Background: an optimization exercise with open tools, aiming at small area and a short achievable clock period. Do not read the settings as production practice. Only simulation tests tie the RTL to the original design; equivalence was not proved. Power figures rest on the tool's default switching activity, not on a simulated workload.

==> run a <==
==> flow/design.v <==
`timescale 1ns / 1ps
`default_nettype none
module mips #(
    parameter Dbits = 32,
    parameter Nreg  = 32
)(
    input  wire        clk,
    input  wire        reset,
    input  wire        enable,
    output wire [31:0] pc,
    input  wire [31:0] instr,
    output wire        mem_wr,
    output wire [31:0] mem_addr,
    output wire [31:0] mem_writedata,
    input  wire [31:0] mem_readdata,
    output wire        werf
    );
    wire [5:0]  op  = instr[31:26];
    wire [5:0]  fn  = instr[5:0];
    wire [4:0]  rs  = instr[25:21];
    wire [4:0]  rt  = instr[20:16];
    wire [4:0]  rd  = instr[15:11];
    wire [4:0]  sh  = instr[10:6];
    wire [15:0] imm = instr[15:0];
    wire rtype  = (op == 6'b000000);
    wire r_add  = rtype & (fn[5:1] == 5'b10000);      
    wire r_sub  = rtype & (fn == 6'b100010);
    wire r_and  = rtype & (fn == 6'b100100);
    wire r_or   = rtype & (fn == 6'b100101);
    wire r_xor  = rtype & (fn == 6'b100110);
    wire r_nor  = rtype & (fn == 6'b100111);
    wire r_slt  = rtype & (fn == 6'b101010);
    wire r_sltu = rtype & (fn == 6'b101011);
    wire r_sll  = rtype & (fn == 6'b000000);
    wire r_srl  = rtype & (fn == 6'b000010);
    wire r_sra  = rtype & (fn == 6'b000011);
    wire r_sllv = rtype & (fn == 6'b000100);
    wire r_jr   = rtype & (fn == 6'b001000);
    wire i_addi  = (op[5:1] == 5'b00100);             
    wire i_slti  = (op == 6'b001010);
    wire i_sltiu = (op == 6'b001011);
    wire i_andi  = (op == 6'b001100);
    wire i_ori   = (op == 6'b001101);
    wire i_xori  = (op == 6'b001110);
    wire i_lui   = (op == 6'b001111);
    wire i_lw    = (op == 6'b100011);
    wire i_sw    = (op == 6'b101011);
    wire i_beq   = (op == 6'b000100);
    wire i_bne   = (op == 6'b000101);
    wire i_j     = (op == 6'b000010);
    wire i_jal   = (op == 6'b000011);
    wire r_alu   = r_add | r_sub | r_and | r_or | r_xor | r_nor | r_slt | r_sltu |
                   r_sll | r_srl | r_sra | r_sllv;
    wire i_alu   = i_addi | i_slti | i_sltiu | i_andi | i_ori | i_xori | i_lui;
    wire wr_en   = r_alu | i_alu | i_lw | i_jal;
    assign werf   = wr_en & enable;
    assign mem_wr = i_sw & enable;
    wire use_imm = ~rtype & ~i_beq & ~i_bne;          
    wire sub     = r_sub | r_slt | r_sltu | i_slti | i_sltiu | i_beq | i_bne;
    wire [31:0] simm = {{16{imm[15]}}, imm};
    wire [31:0] zimm = {16'b0, imm};
    wire [4:0] wa = i_jal ? 5'd31 : (rtype ? rd : rt);
    wire [31:0] wd;
    reg  [31:0] rf [1:31];
    wire [31:0] rdA, rdB;
    genvar k;
    generate
        for (k = 1; k < 32; k = k + 1) begin : g_rf
            always @(posedge clk)
                if (werf && wa == k) rf[k] <= wd;
        end
    endgenerate
    wire [31:0] selA, selB;
    wire [31:0] termA [0:31];
    wire [31:0] termB [0:31];
    assign termA[0] = 32'b0;
    assign termB[0] = 32'b0;
    generate
        for (k = 1; k < 32; k = k + 1) begin : g_rd
            assign selA[k] = (rs == k);
            assign selB[k] = (rt == k);
            assign termA[k] = termA[k-1] | ({32{selA[k]}} & rf[k]);
            assign termB[k] = termB[k-1] | ({32{selB[k]}} & rf[k]);
        end
    endgenerate
    assign selA[0] = 1'b0;
    assign selB[0] = 1'b0;
    assign rdA = termA[31];
    assign rdB = termB[31];
    assign mem_writedata = rdB;
    wire [31:0] bop = use_imm ? simm : rdB;
    wire [31:0] badd = bop ^ {32{sub}};
    wire [32:0] sum = {1'b0, rdA} + {1'b0, badd} + {32'b0, sub};
    wire [31:0] s = sum[31:0];
    wire cout = sum[32];
    wire ovf  = (rdA[31] == badd[31]) & (s[31] != rdA[31]);
    wire lt_s = s[31] ^ ovf;
    wire lt_u = ~cout;
    wire eq   = (s == 32'b0);
    assign mem_addr = s;
    wire [31:0] lb = rtype ? rdB : zimm;
    wire op_and = r_and | i_andi;
    wire op_or  = r_or  | i_ori;
    wire op_xor = r_xor | i_xori;
    wire [3:0] tt = {op_and | op_or,             
                     op_or | op_xor,             
                     op_or | op_xor,             
                     r_nor};                     
    wire [31:0] l_res;
    genvar m;
    generate
        for (m = 0; m < 32; m = m + 1) begin : g_log
            assign l_res[m] = tt[{rdA[m], lb[m]}];
        end
    endgenerate
    wire [4:0] samt = r_sllv ? rdA[4:0] : sh;
    wire shl  = r_sll | r_sllv;
    wire fill = r_sra & rdB[31];
    wire [31:0] x0;
    genvar j;
    generate
        for (j = 0; j < 32; j = j + 1) begin : g_rev
            assign x0[j] = shl ? rdB[31-j] : rdB[j];
        end
    endgenerate
    wire [31:0] x1 = samt[0] ? {fill,        x0[31:1]}  : x0;
    wire [31:0] x2 = samt[1] ? {{2{fill}},   x1[31:2]}  : x1;
    wire [31:0] x3 = samt[2] ? {{4{fill}},   x2[31:4]}  : x2;
    wire [31:0] x4 = samt[3] ? {{8{fill}},   x3[31:8]}  : x3;
    wire [31:0] x5 = samt[4] ? {{16{fill}},  x4[31:16]} : x4;
    wire [31:0] shr_res = x5;
    wire [31:0] shl_res;
    generate
        for (j = 0; j < 32; j = j + 1) begin : g_rev2
            assign shl_res[j] = x5[31-j];
        end
    endgenerate
    wire [31:0] pc4 = pc + 32'd4;
    wire is_lt   = r_slt | i_slti;
    wire is_ltu  = r_sltu | i_sltiu;
    wire is_add  = r_add | r_sub | i_addi;
    assign wd = ({32{is_add}}          & s)
              | l_res
              | ({32{shl}}             & shl_res)
              | ({32{r_srl | r_sra}}   & shr_res)
              | ({32{i_lui}}           & {imm, 16'b0})
              | ({32{i_jal}}           & pc4)
              | ({32{i_lw}}            & mem_readdata)
              | {31'b0, (is_lt & lt_s) | (is_ltu & lt_u)};
    wire take = (i_beq & eq) | (i_bne & ~eq);
    wire [31:0] bt = pc4 + {simm[29:0], 2'b00};
    wire [31:0] npc = r_jr        ? rdA :
                      (i_j | i_jal) ? {pc[31:28], instr[25:0], 2'b00} :
                      take        ? bt : pc4;
    reg [31:0] pc_q;
    always @(posedge clk)
        if (reset)       pc_q <= 32'h00400000;
        else if (enable) pc_q <= npc;
    assign pc = pc_q;
endmodule
==> flow/flow/run.sh <==
#!/bin/bash
# Standard synthesis and layout, with faster port buffers and a setup margin
# that makes the resizer work on the critical paths.
set -euo pipefail
export BUFFER_PORTS_ARGS="-buffer_cell sky130_fd_sc_hd__buf_4"
MARGIN=$(cat flow/margin.txt)
bash standard.sh SETUP_SLACK_MARGIN=$MARGIN finish > flow_make.log 2>&1
==> flow/flow/margin.txt <==
12.5
==> flow/standard.sh <==
#!/bin/bash
# synth_recipe.tcl (not shown) runs the flow's synth.tcl, then flattens the netlist and writes it again
# the make line also repeats each setting of config.mk as NAME=value (left out here)
make -C /OpenROAD-flow-scripts/flow DESIGN_CONFIG=/design/flow/config.mk WORK_HOME=/design/flow/orfs CLKGATE_MAP_FILE= SYNTH_SCRIPT=/design/flow/synth_recipe.tcl "${@:-finish}"
==> flow/config.mk <==
export PLATFORM = sky130hd
export DESIGN_NAME = mips
export DESIGN_NICKNAME = mips
export VERILOG_FILES = /design/flow/design.v
export SDC_FILE = /design/flow/constraint.sdc
export NUM_CORES = 4
export LEC_CHECK = 0
export ABC_AREA = 1
export CAP_MARGIN = 20
export CORE_MARGIN = 2
export CORE_UTILIZATION = 70
export CTS_CLUSTER_DIAMETER = 80
export CTS_CLUSTER_SIZE = 24
export PLACE_DENSITY = 0.78
export SLEW_MARGIN = 20
==> flow/constraint.sdc <==
create_clock -name core_clock -period 27.0 [get_ports {clk}]
set_input_delay 5.4000 -clock core_clock [delete_from_list [all_inputs] [get_ports {clk}]]
set_output_delay 5.4000 -clock core_clock [all_outputs]
set_load 0.01 [all_outputs]
==> inputs of run b, as changes to run a <==
--- a/flow/design.v
+++ b/flow/design.v
@@ -99,20 +99,9 @@
     wire eq   = (s == 32'b0);
     assign mem_addr = s;
     wire [31:0] lb = rtype ? rdB : zimm;
-    wire op_and = r_and | i_andi;
-    wire op_or  = r_or  | i_ori;
-    wire op_xor = r_xor | i_xori;
-    wire [3:0] tt = {op_and | op_or,             
-                     op_or | op_xor,             
-                     op_or | op_xor,             
-                     r_nor};                     
-    wire [31:0] l_res;
-    genvar m;
-    generate
-        for (m = 0; m < 32; m = m + 1) begin : g_log
-            assign l_res[m] = tt[{rdA[m], lb[m]}];
-        end
-    endgenerate
+    wire [31:0] l_and = rdA & lb;
+    wire [31:0] l_or  = rdA | lb;
+    wire [31:0] l_xor = rdA ^ lb;
     wire [4:0] samt = r_sllv ? rdA[4:0] : sh;
     wire shl  = r_sll | r_sllv;
     wire fill = r_sra & rdB[31];
@@ -140,7 +129,10 @@
     wire is_ltu  = r_sltu | i_sltiu;
     wire is_add  = r_add | r_sub | i_addi;
     assign wd = ({32{is_add}}          & s)
-              | l_res
+              | ({32{r_and | i_andi}}  & l_and)
+              | ({32{r_or  | i_ori}}   & l_or)
+              | ({32{r_xor | i_xori}}  & l_xor)
+              | ({32{r_nor}}           & ~l_or)
               | ({32{shl}}             & shl_res)
               | ({32{r_srl | r_sra}}   & shr_res)
               | ({32{i_lui}}           & {imm, 16'b0})
==> flow/run.sh (new file) <==
#!/bin/bash
# synth_recipe.tcl (not shown) runs the flow's synth.tcl, then flattens the netlist and writes it again
# the make line also repeats each setting of config.mk as NAME=value (left out here)
make -C /OpenROAD-flow-scripts/flow DESIGN_CONFIG=/design/flow/config.mk WORK_HOME=/design/flow/orfs CLKGATE_MAP_FILE= SYNTH_SCRIPT=/design/flow/synth_recipe.tcl finish
- ABC_AREA: 1 -> default
- CORE_UTILIZATION: 70 -> 40
- CTS_CLUSTER_DIAMETER: 80 -> default
- CTS_CLUSTER_SIZE: 24 -> default
- PLACE_DENSITY: 0.78 -> default
removed: flow/flow/run.sh
removed: flow/flow/margin.txt
removed: flow/standard.sh
==> inputs of run c, as changes to run a <==
==> flow/design.v, changed modules only <==
module mips #(
    parameter Dbits = 32,
    parameter Nreg  = 32
)(
    input  wire        clk,
    input  wire        reset,
    input  wire        enable,
    output wire [31:0] pc,
    input  wire [31:0] instr,
    output wire        mem_wr,
    output wire [31:0] mem_addr,
    output wire [31:0] mem_writedata,
    input  wire [31:0] mem_readdata,
    output wire        werf
    );
    wire [5:0]  op  = instr[31:26];
    wire [5:0]  fn  = instr[5:0];
    wire [4:0]  rs  = instr[25:21];
    wire [4:0]  rt  = instr[20:16];
    wire [4:0]  rd  = instr[15:11];
    wire [4:0]  sh  = instr[10:6];
    wire [15:0] imm = instr[15:0];
    wire rtype  = (op == 6'b000000);
    wire r_add  = rtype & (fn[5:1] == 5'b10000);      
    wire r_sub  = rtype & (fn == 6'b100010);
    wire r_and  = rtype & (fn == 6'b100100);
    wire r_or   = rtype & (fn == 6'b100101);
    wire r_xor  = rtype & (fn == 6'b100110);
    wire r_nor  = rtype & (fn == 6'b100111);
    wire r_slt  = rtype & (fn == 6'b101010);
    wire r_sltu = rtype & (fn == 6'b101011);
    wire r_sll  = rtype & (fn == 6'b000000);
    wire r_srl  = rtype & (fn == 6'b000010);
    wire r_sra  = rtype & (fn == 6'b000011);
    wire r_sllv = rtype & (fn == 6'b000100);
    wire r_jr   = rtype & (fn == 6'b001000);
    wire i_addi  = (op[5:1] == 5'b00100);             
    wire i_slti  = (op == 6'b001010);
    wire i_sltiu = (op == 6'b001011);
    wire i_andi  = (op == 6'b001100);
    wire i_ori   = (op == 6'b001101);
    wire i_xori  = (op == 6'b001110);
    wire i_lui   = (op == 6'b001111);
    wire i_lw    = (op == 6'b100011);
    wire i_sw    = (op == 6'b101011);
    wire i_beq   = (op == 6'b000100);
    wire i_bne   = (op == 6'b000101);
    wire i_j     = (op == 6'b000010);
    wire i_jal   = (op == 6'b000011);
    wire r_alu   = r_add | r_sub | r_and | r_or | r_xor | r_nor | r_slt | r_sltu |
                   r_sll | r_srl | r_sra | r_sllv;
    wire i_alu   = i_addi | i_slti | i_sltiu | i_andi | i_ori | i_xori | i_lui;
    wire wr_en   = r_alu | i_alu | i_lw | i_jal;
    assign werf   = wr_en & enable;
    assign mem_wr = i_sw & enable;
    wire use_imm = ~rtype & ~i_beq & ~i_bne;          
    wire sub     = r_sub | r_slt | r_sltu | i_slti | i_sltiu | i_beq | i_bne;
    wire [31:0] simm = {{16{imm[15]}}, imm};
    wire [31:0] zimm = {16'b0, imm};
    wire [4:0] wa = i_jal ? 5'd31 : (rtype ? rd : rt);
    wire [31:0] wd;
    reg  [31:0] rf [1:31];
    wire [31:0] rdA, rdB;
    genvar k;
    generate
        for (k = 1; k < 32; k = k + 1) begin : g_rf
            always @(posedge clk)
                if (werf && wa == k) rf[k] <= wd;
        end
    endgenerate
    wire [31:0] selA, selB;
    genvar b;
    generate
        for (k = 0; k < 32; k = k + 1) begin : g_sel
            assign selA[k] = (k != 0) && (rs == k);
            assign selB[k] = (k != 0) && (rt == k);
        end
        for (b = 0; b < 32; b = b + 1) begin : g_col
            wire [31:0] col;
            assign col[0] = 1'b0;
            for (k = 1; k < 32; k = k + 1) begin : g_c
                assign col[k] = rf[k][b];
            end
            rd_bit RA (.sel(selA[31:1]), .d(col[31:1]), .q(rdA[b]));
            rd_bit RB (.sel(selB[31:1]), .d(col[31:1]), .q(rdB[b]));
        end
    endgenerate
    assign mem_writedata = rdB;
    wire [31:0] bop = use_imm ? simm : rdB;
    wire [31:0] badd = bop ^ {32{sub}};
    wire [32:0] sum = {1'b0, rdA} + {1'b0, badd} + {32'b0, sub};
    wire [31:0] s = sum[31:0];
    wire cout = sum[32];
    wire ovf  = (rdA[31] == badd[31]) & (s[31] != rdA[31]);
    wire lt_s = s[31] ^ ovf;
    wire lt_u = ~cout;
    wire eq   = (s == 32'b0);
    ks_add32 AG (.a(rdA), .b(simm), .s(mem_addr));
    wire [31:0] lb = rtype ? rdB : zimm;
    wire op_and = r_and | i_andi;
    wire op_or  = r_or  | i_ori;
    wire op_xor = r_xor | i_xori;
    wire [3:0] tt = {op_and | op_or,             
                     op_or | op_xor,             
                     op_or | op_xor,             
                     r_nor};                     
    wire [31:0] l_res;
    genvar m;
    generate
        for (m = 0; m < 32; m = m + 1) begin : g_log
            assign l_res[m] = tt[{rdA[m], lb[m]}];
        end
    endgenerate
    wire [4:0] samt = r_sllv ? rdA[4:0] : sh;
    wire shl  = r_sll | r_sllv;
    wire fill = r_sra & rdB[31];
    wire [31:0] x0;
    genvar j;
    generate
        for (j = 0; j < 32; j = j + 1) begin : g_rev
            assign x0[j] = shl ? rdB[31-j] : rdB[j];
        end
    endgenerate
    wire [31:0] x1 = samt[0] ? {fill,        x0[31:1]}  : x0;
    wire [31:0] x2 = samt[1] ? {{2{fill}},   x1[31:2]}  : x1;
    wire [31:0] x3 = samt[2] ? {{4{fill}},   x2[31:4]}  : x2;
    wire [31:0] x4 = samt[3] ? {{8{fill}},   x3[31:8]}  : x3;
    wire [31:0] x5 = samt[4] ? {{16{fill}},  x4[31:16]} : x4;
    wire [31:0] shr_res = x5;
    wire [31:0] shl_res;
    generate
        for (j = 0; j < 32; j = j + 1) begin : g_rev2
            assign shl_res[j] = x5[31-j];
        end
    endgenerate
    wire [31:0] pc4 = pc + 32'd4;
    wire is_lt   = r_slt | i_slti;
    wire is_ltu  = r_sltu | i_sltiu;
    wire is_add  = r_add | r_sub;
    assign wd = ({32{is_add}}          & s)
              | ({32{i_addi}}          & mem_addr)
              | l_res
              | ({32{shl}}             & shl_res)
              | ({32{r_srl | r_sra}}   & shr_res)
              | ({32{i_lui}}           & {imm, 16'b0})
              | ({32{i_jal}}           & pc4)
              | ({32{i_lw}}            & mem_readdata)
              | {31'b0, (is_lt & lt_s) | (is_ltu & lt_u)};
    wire take = (i_beq & eq) | (i_bne & ~eq);
    wire [31:0] bt = pc4 + {simm[29:0], 2'b00};
    wire [31:0] npc = r_jr        ? rdA :
                      (i_j | i_jal) ? {pc[31:28], instr[25:0], 2'b00} :
                      take        ? bt : pc4;
    reg [31:0] pc_q;
    always @(posedge clk)
        if (reset)       pc_q <= 32'h00400000;
        else if (enable) pc_q <= npc;
    assign pc = pc_q;
endmodule
module rd_bit (
    input  wire [30:0] sel,
    input  wire [30:0] d,
    output wire        q
    );
    wire [10:0] n;                                   
    genvar j;
    generate
        for (j = 0; j < 10; j = j + 1) begin : g3
            g_aoi222 u (.a1(sel[3*j]), .a2(d[3*j]), .b1(sel[3*j+1]), .b2(d[3*j+1]),
                        .c1(sel[3*j+2]), .c2(d[3*j+2]), .y(n[j]));
        end
    endgenerate
    g_nand2 u10 (.a(sel[30]), .b(d[30]), .y(n[10]));
    wire [2:0] p;                                    
    g_nand4 v0 (.a(n[0]), .b(n[1]), .c(n[2]), .d(n[3]), .y(p[0]));
    g_nand4 v1 (.a(n[4]), .b(n[5]), .c(n[6]), .d(n[7]), .y(p[1]));
    g_nand3 v2 (.a(n[8]), .b(n[9]), .c(n[10]), .y(p[2]));
    g_or3   w  (.a(p[0]), .b(p[1]), .c(p[2]), .y(q));
endmodule
module g_aoi222 (input wire a1, a2, b1, b2, c1, c2, output wire y);
    assign y = ~((a1 & a2) | (b1 & b2) | (c1 & c2));
endmodule
module g_nand4 (input wire a, b, c, d, output wire y);
    assign y = ~(a & b & c & d);
endmodule
module g_nand3 (input wire a, b, c, output wire y);
    assign y = ~(a & b & c);
endmodule
module g_or3 (input wire a, b, c, output wire y);
    assign y = a | b | c;
endmodule
module ks_add32 (
    input  wire [31:0] a,
    input  wire [31:0] b,
    output wire [31:0] s
    );
    wire [31:0] g0, p0, g2, p2, g4, p4;               
    wire [31:0] g1, p1, g3, p3, g5;                   
    genvar i;
    generate
        for (i = 0; i < 32; i = i + 1) begin : l0
            g_nand2 ug (.a(a[i]), .b(b[i]), .y(g0[i]));
            g_xnor2 up (.a(a[i]), .b(b[i]), .y(p0[i]));
        end
        for (i = 0; i < 32; i = i + 1) begin : l1
            if (i >= 1) begin : c
                g_o21ai ug (.a1(p0[i]), .a2(g0[i-1]), .b1(g0[i]), .y(g1[i]));
                g_nor2  up (.a(p0[i]), .b(p0[i-1]), .y(p1[i]));
            end else begin : t
                g_inv ug (.a(g0[i]), .y(g1[i]));
                g_inv up (.a(p0[i]), .y(p1[i]));
            end
        end
        for (i = 0; i < 32; i = i + 1) begin : l2
            if (i >= 2) begin : c
                g_a21oi ug (.a1(p1[i]), .a2(g1[i-2]), .b1(g1[i]), .y(g2[i]));
                g_nand2 up (.a(p1[i]), .b(p1[i-2]), .y(p2[i]));
            end else begin : t
                g_inv ug (.a(g1[i]), .y(g2[i]));
                g_inv up (.a(p1[i]), .y(p2[i]));
            end
        end
        for (i = 0; i < 32; i = i + 1) begin : l3
            if (i >= 4) begin : c
                g_o21ai ug (.a1(p2[i]), .a2(g2[i-4]), .b1(g2[i]), .y(g3[i]));
                g_nor2  up (.a(p2[i]), .b(p2[i-4]), .y(p3[i]));
            end else begin : t
                g_inv ug (.a(g2[i]), .y(g3[i]));
                g_inv up (.a(p2[i]), .y(p3[i]));
            end
        end
        for (i = 0; i < 32; i = i + 1) begin : l4
            if (i >= 8) begin : c
                g_a21oi ug (.a1(p3[i]), .a2(g3[i-8]), .b1(g3[i]), .y(g4[i]));
                g_nand2 up (.a(p3[i]), .b(p3[i-8]), .y(p4[i]));
            end else begin : t
                g_inv ug (.a(g3[i]), .y(g4[i]));
                g_inv up (.a(p3[i]), .y(p4[i]));
            end
        end
        for (i = 0; i < 31; i = i + 1) begin : l5
            if (i >= 16) begin : c
                g_o21ai ug (.a1(p4[i]), .a2(g4[i-16]), .b1(g4[i]), .y(g5[i]));
            end else begin : t
                g_inv ug (.a(g4[i]), .y(g5[i]));
            end
        end
        g_inv us0 (.a(p0[0]), .y(s[0]));
        for (i = 1; i < 32; i = i + 1) begin : sm
            g_xnor2 ux (.a(p0[i]), .b(g5[i-1]), .y(s[i]));
        end
    endgenerate
endmodule
module g_xnor2 (input wire a, b, output wire y);  assign y = ~(a ^ b);        endmodule
module g_nand2 (input wire a, b, output wire y);  assign y = ~(a & b);        endmodule
module g_nor2  (input wire a, b, output wire y);  assign y = ~(a | b);        endmodule
module g_inv   (input wire a, output wire y);     assign y = ~a;              endmodule
module g_a21oi (input wire a1, a2, b1, output wire y); assign y = ~((a1 & a2) | b1); endmodule
module g_o21ai (input wire a1, a2, b1, output wire y); assign y = ~((a1 | a2) & b1); endmodule
==> flow/flow/margin.txt (replaced) <==
12.8
- ABC_AREA: 1 -> default
- CORE_UTILIZATION: 70 -> 50
- PLACE_DENSITY: 0.78 -> default
- SYNTH_HIERARCHICAL: default -> 1
==> comparison <==
- Run a did not get past global routing. Run b ran to the end with no violations. Run c ran to the end with no violations.
- Against run b, the non-clock buffer count of run c is higher by 157.
- Against run b, the via count of run c is smaller by 6.2%.
- Of run c and run b, run b has the higher power (gap about 7%, measured against run b).
- Synthesized cell count: run a is larger than run c (about 45%).
- Of run c and run b, run c has the higher combinational power (gap about 43%, measured against run b).
- Between run b and run c, the lower maximum frequency is in run b (gap about 23%, measured against run c).
- In run c the cell count is lower than in run b, by about 7.5%.
- Clock skew: run c is lower than run b (0.024 ns).
- Of run b and run c, run c has the higher sequential power (gap about 2%, measured against run c).
- Of run c and run b, run b has the higher routed wire length (gap 14%, measured against run b).
- In run c the clock-buffer cell count is lower than in run b, by 76.

## what the ideal ports hide
Ports are ideal in the flow. The routed layouts listed here were re-timed in OpenROAD.
Step 1 sets driving cells, clkbuf_16 on the clock port and buf_2 on the other inputs (assumed; they add their load-dependent delay and slew).
Step 2 adds t to the input delays and takes it off the output delays; t is the mean of the earliest and latest rising clock arrival at the registers after step 1. Input paths then give back, and output paths get back, about the clock's delay inside the block.
Three values: ideal, step 1, step 2; two values: the first two.
run | t, ns | slack for setup (ns) | latest minus earliest clock arrival (ns) | slew at the worst register clock pin (ns) | worst slew at a driven data input, ns
run b | 0.824 | 7.865 / 7.844 / 7.844 | 0.066 / 0.067 | 0.07 / 0.07 | 0.08
run c | 0.775 | 12.290 / 12.157 / 12.157 | 0.042 / 0.042 | 0.10 / 0.10 | 0.21
After both steps every run listed still meets setup and hold. For run c, which loses most, drivers alone change the setup slack by -0.133 ns; drivers and shift together by -0.133 ns.
